From an optimization exercise on the open Yosys and OpenROAD flow, aimed at small area; shortcuts taken in it are not production practice. The RTL was checked by simulation tests, not by an equivalence proof against the original design. Power and IR drop assume default switching activity.

## run.sh

```bash
#!/bin/bash
# synth_recipe.tcl (not shown) runs the flow's synth.tcl, then flattens the netlist and writes it again
# the make line also repeats each setting of config.mk as NAME=value (left out here)
make -C /OpenROAD-flow-scripts/flow DESIGN_CONFIG=/design/flow/config.mk WORK_HOME=/design/flow/orfs CLKGATE_MAP_FILE= SYNTH_SCRIPT=/design/flow/synth_recipe.tcl finish
```

## config.mk

```make
export PLATFORM = sky130hd
export DESIGN_NAME = uart
export DESIGN_NICKNAME = uart
export VERILOG_FILES = /design/flow/design.v
export SDC_FILE = /design/flow/constraint.sdc
export NUM_CORES = 4
export LEC_CHECK = 0
export CAP_MARGIN = 20
export CORE_MARGIN = 2
export CORE_UTILIZATION = 40
export SLEW_MARGIN = 20
```

## constraint.sdc

```tcl
create_clock -name core_clock -period 10.0 [get_ports {clock}]
set_input_delay 2.0000 -clock core_clock [delete_from_list [all_inputs] [get_ports {clock}]]
set_output_delay 2.0000 -clock core_clock [all_outputs]
set_load 0.01 [all_outputs]
```

## design.v

```verilog
module uart(clock,reset,tx);
input clock,reset;
output tx;
reg [31:0] delay;
reg active;
always @ (negedge reset, posedge clock) begin
	if (!reset) begin
		delay <= 0;
		active <= 0;
	end else begin
		if (delay == 24000000) begin
			delay <= 0;
			active <= !active;
		end else begin
			delay <= delay + 1;
		end
	end
end
reg [6:0] index;
reg [1:0] status;
reg [31:0] baudrate;
reg [31:0] cursor;
reg out;
wire [7:0] message [0:12];
assign message[0] = 104;
assign message[1] = 101;
assign message[2] = 108;
assign message[3] = 108;
assign message[4] = 111;
assign message[5] = 32;
assign message[6] = 119;
assign message[7] = 111;
assign message[8] = 114;
assign message[9] = 108;
assign message[10] = 100;
assign message[11] = 33;
assign message[12] = 10;
always @ (negedge reset, posedge clock) begin
	if (!reset) begin
		baudrate <= 0;
		index <= 0;
		cursor <= 0;
		status <= 2'b01;
		out <= 1;
	end else if (active) begin
		baudrate <= 0;
		index <= 0;
		cursor <= 0;
		status <= 2'b01;
	end else begin
		if (baudrate == 5000) begin
			baudrate <= 0;
			case (status)
				2'b01: begin out <= 0; status <= 2'b11; end
				2'b10: begin
					out <= 1;
					if (cursor == 0) begin
						status <= 2'b00;
					end else begin
						status <= 2'b01;
					end
				end
				2'b11: begin
					out <= message[cursor[3:0]][index[2:0]];
					if (index == 7) begin
						index <= 0;
						status <= 2'b10;
						if (cursor == 12) begin
							cursor <= 0;
						end else begin
							cursor <= cursor + 1;
						end
					end else begin
						status <= 2'b11;
						index <= index + 1;
					end
				end
				default: begin out <= 1; status <= 2'b00; end
			endcase
		end else begin
			baudrate <= baudrate + 1;
		end
	end
end
assign tx = out;
endmodule
```

==> summary.txt <==
[cell usage after synthesis (6+ instances only)]
master | number | area [um^2]
sky130_fd_sc_hd__buf_2 | 11 | 55.05
sky130_fd_sc_hd__and3_1 | 17 | 106.4
sky130_fd_sc_hd__nand3_1 | 39 | 195.2
sky130_fd_sc_hd__inv_1 | 31 | 116.4
sky130_fd_sc_hd__dfrtp_1 | 105 | 2628
sky130_fd_sc_hd__nand4_1 | 30 | 187.7
sky130_fd_sc_hd__nor3_1 | 25 | 125.1
sky130_fd_sc_hd__nand2_1 | 41 | 153.9
sky130_fd_sc_hd__clkbuf_1 | 20 | 75.07
sky130_fd_sc_hd__a31oi_1 | 8 | 50.05
sky130_fd_sc_hd__ha_1 | 9 | 112.6
sky130_fd_sc_hd__or4_1 | 8 | 60.06
sky130_fd_sc_hd__nor4_1 | 31 | 193.9
sky130_fd_sc_hd__mux2i_1 | 7 | 70.07
sky130_fd_sc_hd__and4_1 | 11 | 96.34
sky130_fd_sc_hd__o21ai_1 | 6 | 30.03
sky130_fd_sc_hd__o21ai_0 | 23 | 115.1
sky130_fd_sc_hd__a22o_1 | 11 | 96.34
sky130_fd_sc_hd__xor2_1 | 23 | 201.4
sky130_fd_sc_hd__and2_1 | 9 | 56.30
sky130_fd_sc_hd__xnor2_1 | 36 | 315.3
sky130_fd_sc_hd__a21oi_1 | 20 | 100.1
sky130_fd_sc_hd__nor2_1 | 72 | 270.3
[layer usage]
| metal | global-route usage | up-vias | routed length (um) |
|---|---|---|---|
| li1 | - | 2399 | - |
| met1 | 0.2371 | 2430 | 6369 |
| met2 | 0.2805 | 88 | 6307 |
| met3 | 0.03727 | 16 | 446 |
| met4 | 0.05624 | 0 | 182 |
| met5 | 0 | - | 0 |
[cells in the final DEF, fill, tap and decap left out, types with 3 or more instances in the layout]
cell,count
sky130_fd_sc_hd__nand2b_1,3
sky130_fd_sc_hd__buf_4,6
sky130_fd_sc_hd__mux2_2,3
sky130_fd_sc_hd__nor2b_1,3
sky130_fd_sc_hd__nand4_1,30
sky130_fd_sc_hd__and4_1,11
sky130_fd_sc_hd__nor4b_1,5
sky130_fd_sc_hd__a22o_1,11
sky130_fd_sc_hd__nor4_2,3
sky130_fd_sc_hd__clkbuf_16,9
sky130_fd_sc_hd__dfrtp_1,105
sky130_fd_sc_hd__and3_1,17
sky130_fd_sc_hd__o21ai_0,23
sky130_fd_sc_hd__nand2_1,41
sky130_fd_sc_hd__mux2i_1,7
sky130_fd_sc_hd__inv_6,4
sky130_fd_sc_hd__a221o_1,3
sky130_fd_sc_hd__xnor2_1,36
sky130_fd_sc_hd__nor2_1,72
sky130_fd_sc_hd__nor4_1,31
sky130_fd_sc_hd__a31oi_1,7
sky130_fd_sc_hd__ha_1,9
sky130_fd_sc_hd__inv_1,31
sky130_fd_sc_hd__a21oi_1,20
sky130_fd_sc_hd__or3_1,5
sky130_fd_sc_hd__o21ai_1,5
sky130_fd_sc_hd__and2_1,9
sky130_fd_sc_hd__xor2_1,23
sky130_fd_sc_hd__or4_1,8
sky130_fd_sc_hd__a41oi_1,4
sky130_fd_sc_hd__nor3_1,25
sky130_fd_sc_hd__nand3_1,39
[worst paths after layout]
path / from / to / slack (ns) / cells past startpoint
hold / removal: delay[31]$_DFF_PN0_ / delay[31]$_DFF_PN0_ / 0.47 / 1
setup / recovery: out$_DFFE_PN1P_ / tx / 6.58 / 1
max in group asynchronous: reset / delay[28]$_DFF_PN0_ / 7.43 / 2
setup reg to reg: baudrate[17]$_DFF_PN0_ / cursor[28]$_DFFE_PN0P_ / 7.10 / 6
hold reg to reg: delay[31]$_DFF_PN0_ / delay[31]$_DFF_PN0_ / 0.47 / 1
min in group asynchronous: reset / baudrate[13]$_DFF_PN0_ / 1.53 / 1
[logic make-up (layout without fill, tap and decap cells)]
| family | Yosys count | in the layout | share of synthesized area |
|---|---|---|---|
| adder cells (fa/ha/maj) | 9 | 9 | 0.01860 |
| buffers and inverters | 63 | 55 | 0.04154 |
| flip-flops | 107 | 107 | 0.4427 |
| multiplexers | 10 | 10 | 0.01715 |
| AND/OR/NAND/NOR | 314 | 314 | 0.2829 |
| XOR/XNOR | 59 | 59 | 0.08535 |
| AO/OA/AOI/OAI | 100 | 100 | 0.1118 |
[cell type report]
type / instances / area [um^2] / share of cell area
multi-input cells: 492 / 3142 / 0.4798
flip-flops and latches: 107 / 2680 / 0.4093
well taps: 184 / 230.2 / 0.03516
clock buffers: 9 / 225.2 / 0.03440
inverters: 31 / 116.4 / 0.01777
clock inverters: 7 / 87.58 / 0.01338
repair buffers: 8 / 66.31 / 0.01013
[registers in the layout, summed over array words and instances (netlist names)]
signal,cells
active,1
baudrate,32
cursor,32
delay,32
index,7
out,1
status,2
[report_power, final]
| group | switching (mW) | internal (mW) | leakage [nW] |
|---|---|---|---|
| Clock | 0.181 | 0.202 | 0.155 |
| Combinational | 0.00820 | 0.000630 | 1.07 |
| Sequential | 0 | 0.432 | 1.46 |
| Total | 0.190 | 0.635 | 2.69 |
[stage by stage]
| stage | hold slack (ns) | cell area [um^2] | util | worst slack, ns | std cells |
|---|---|---|---|---|---|
| 2_1_floorplan | 0.4428 | 6055 | - | 7.472 | 662 |
| 3_3_place_gp | 0.4562 | 6222 | 0.4249 | 6.656 | 822 |
| 3_5_place_dp | 0.4600 | 6222 | 0.4249 | 6.611 | 822 |
| 4_1_cts | 0.4723 | 6535 | 0.4463 | 6.563 | 838 |
| 5_1_grt | 0.5101 | 6548 | 0.4471 | 6.539 | 838 |
| 6_report | 0.4703 | 6548 | 0.4471 | 6.580 | 838 |
==> impl_results.md <==
- Per-instance average area after synthesis: 9.146 um^2
- Final RePlAce weighted congestion: 0.7861
- Number of cells produced by synthesis: 662
- Wire per inst: 15.88 um
- RSZ-0062 raised after global routing: no
- Die width: 127.0 um
- CP bufs+invs: 1
- Skew final: 0.01317 ns
- Worst-path fanout max: 2
- Number of nets produced by synthesis: 673
- Post-CTS resize count: 0
- Final slew viol count: 0
- Worst slew margin relative to its limit: 0.5042
- Die Area: 16,140 um^2
- Crit path required time: 8.00 ns
- Number of nets in the layout: 660
- Max cap viols: 0
- CTS clk-pin slew, worst paths: 0.08 ns
- Final cycle utilization of the critical path: 0.3420
- Number of sinks driven by the clock tree: 107
- Synth warnings: 1
- Number of unique standard cell types used by synthesis: 61
- Tot GR Track Use: 0.1745
- Starting utilization of the core area: 0.4134
- Number of setup violations in the final report: 0
- Global route overflow: 0
- Commonest register cell after synthesis: sky130_fd_sc_hd__dfrtp_1
- Number of global-route vias before repair: 4,748
- Num CTS Buffers: 9
- TritonCTS clock tree: yes
- Data arrival time of the critical path: 1.42 ns
- CP max-delay cell: sky130_fd_sc_hd__dfstp_2
- Number of ports placed on the die boundary: 3
- Detailed Place HPWL: 8680 um
- Minimum period implied by the final worst setup slack: 3.420 ns
- Number of cell rows: 44
- Routed vias: 4,933
- Core Footprint: 14,640 um^2
- Crit end category: output port
- Share of cells above drive strength 1: 0.06728
- Number of vias per cell after detailed routing: 5.887
- Launching element type of the critical path: flop
- Class of the most critical hold timing path: flop to flop
- Final-layout fill cell count: 1,421
- Netlist area before placement: 6055 um^2
- Total power: 0.8242 mW
- Number of buffers on the longest clock path: 2
- Cts hold-fix bufs: 0
- Synthesis-to-layout area growth: 8.142%
- Number of detailed-routing iterations run before antenna repair: 5
- Final wirelength: 13,310 um
- Wire length of the first global-routing pass: 23,260 um
- Worst-Margin Slew: 0.7437 ns
- Register area share after synthesis: 0.4427
- Root Driver: sky130_fd_sc_hd__clkbuf_16
- Count of unresolved DRC violations after routing: 0
- H-tree Lvls: 3
- Result of the run: complete, no violations
- Total power divided by cell area: 125.9 nW/um^2
- Post-route ant nets: 0
- Final sum of negative setup slack: 0 ns
- Highest attainable clock frequency: 292.4 MHz
- Number of synthesized register bits: 107
- Number of violations reported at the end of detailed-routing iteration 0: 379
- Worst VDD drop: 0.00008500 V
- Port-buffer cells: 2
- Async set-reset flop share out of synthesis: 1.000
- Number of flops mapped to enable cells by yosys: 0
- Largest net degree at the start of global routing: 83
- Ordered cell list for the critical path: clkdlybuf4s50_1
- Dominant delay contributor by cell family on the critical path: flip-flops
- Maximum cell stage delay along the critical path: 0.53 ns
- Leak pwr: 2.685 nW
- Worst-skew pair later-pin latency: 0.37 ns
- Post CTS Setup Buffer Count: 0
- Ant diodes: 0
- Die Span Y: 127.0 um
- Fin. Hold Viols: 0
- Type of the worst setup path: flop to output port
- Initial antenna violation count: 0

static timing again, ports no longer ideal:
In the flow no input, the clock included, has a driving cell. The finished layout below was timed again as built, in two steps.
Step 1 assumes that a clkbuf_16 drives the clock port and a buf_2 every other input.
Step 2 also shifts input and output timing later by t, the mid clock arrival at the registers, as if the neighbouring blocks saw the same clock.
a / b / c = ideal / step 1 / step 2; a / b = the first two.
t, ns: 0.400
setup WS [ns]: 6.580 / 6.538 / 6.939
worst hold slack (ns): 0.470 / 0.470 / 0.470
worst setup path at the end: register to output
pins driven straight from the clock port: 1
After both steps setup and hold are still met in this run. The setup slack of this run moves by -0.042 ns with the drivers and by +0.359 ns with both steps.
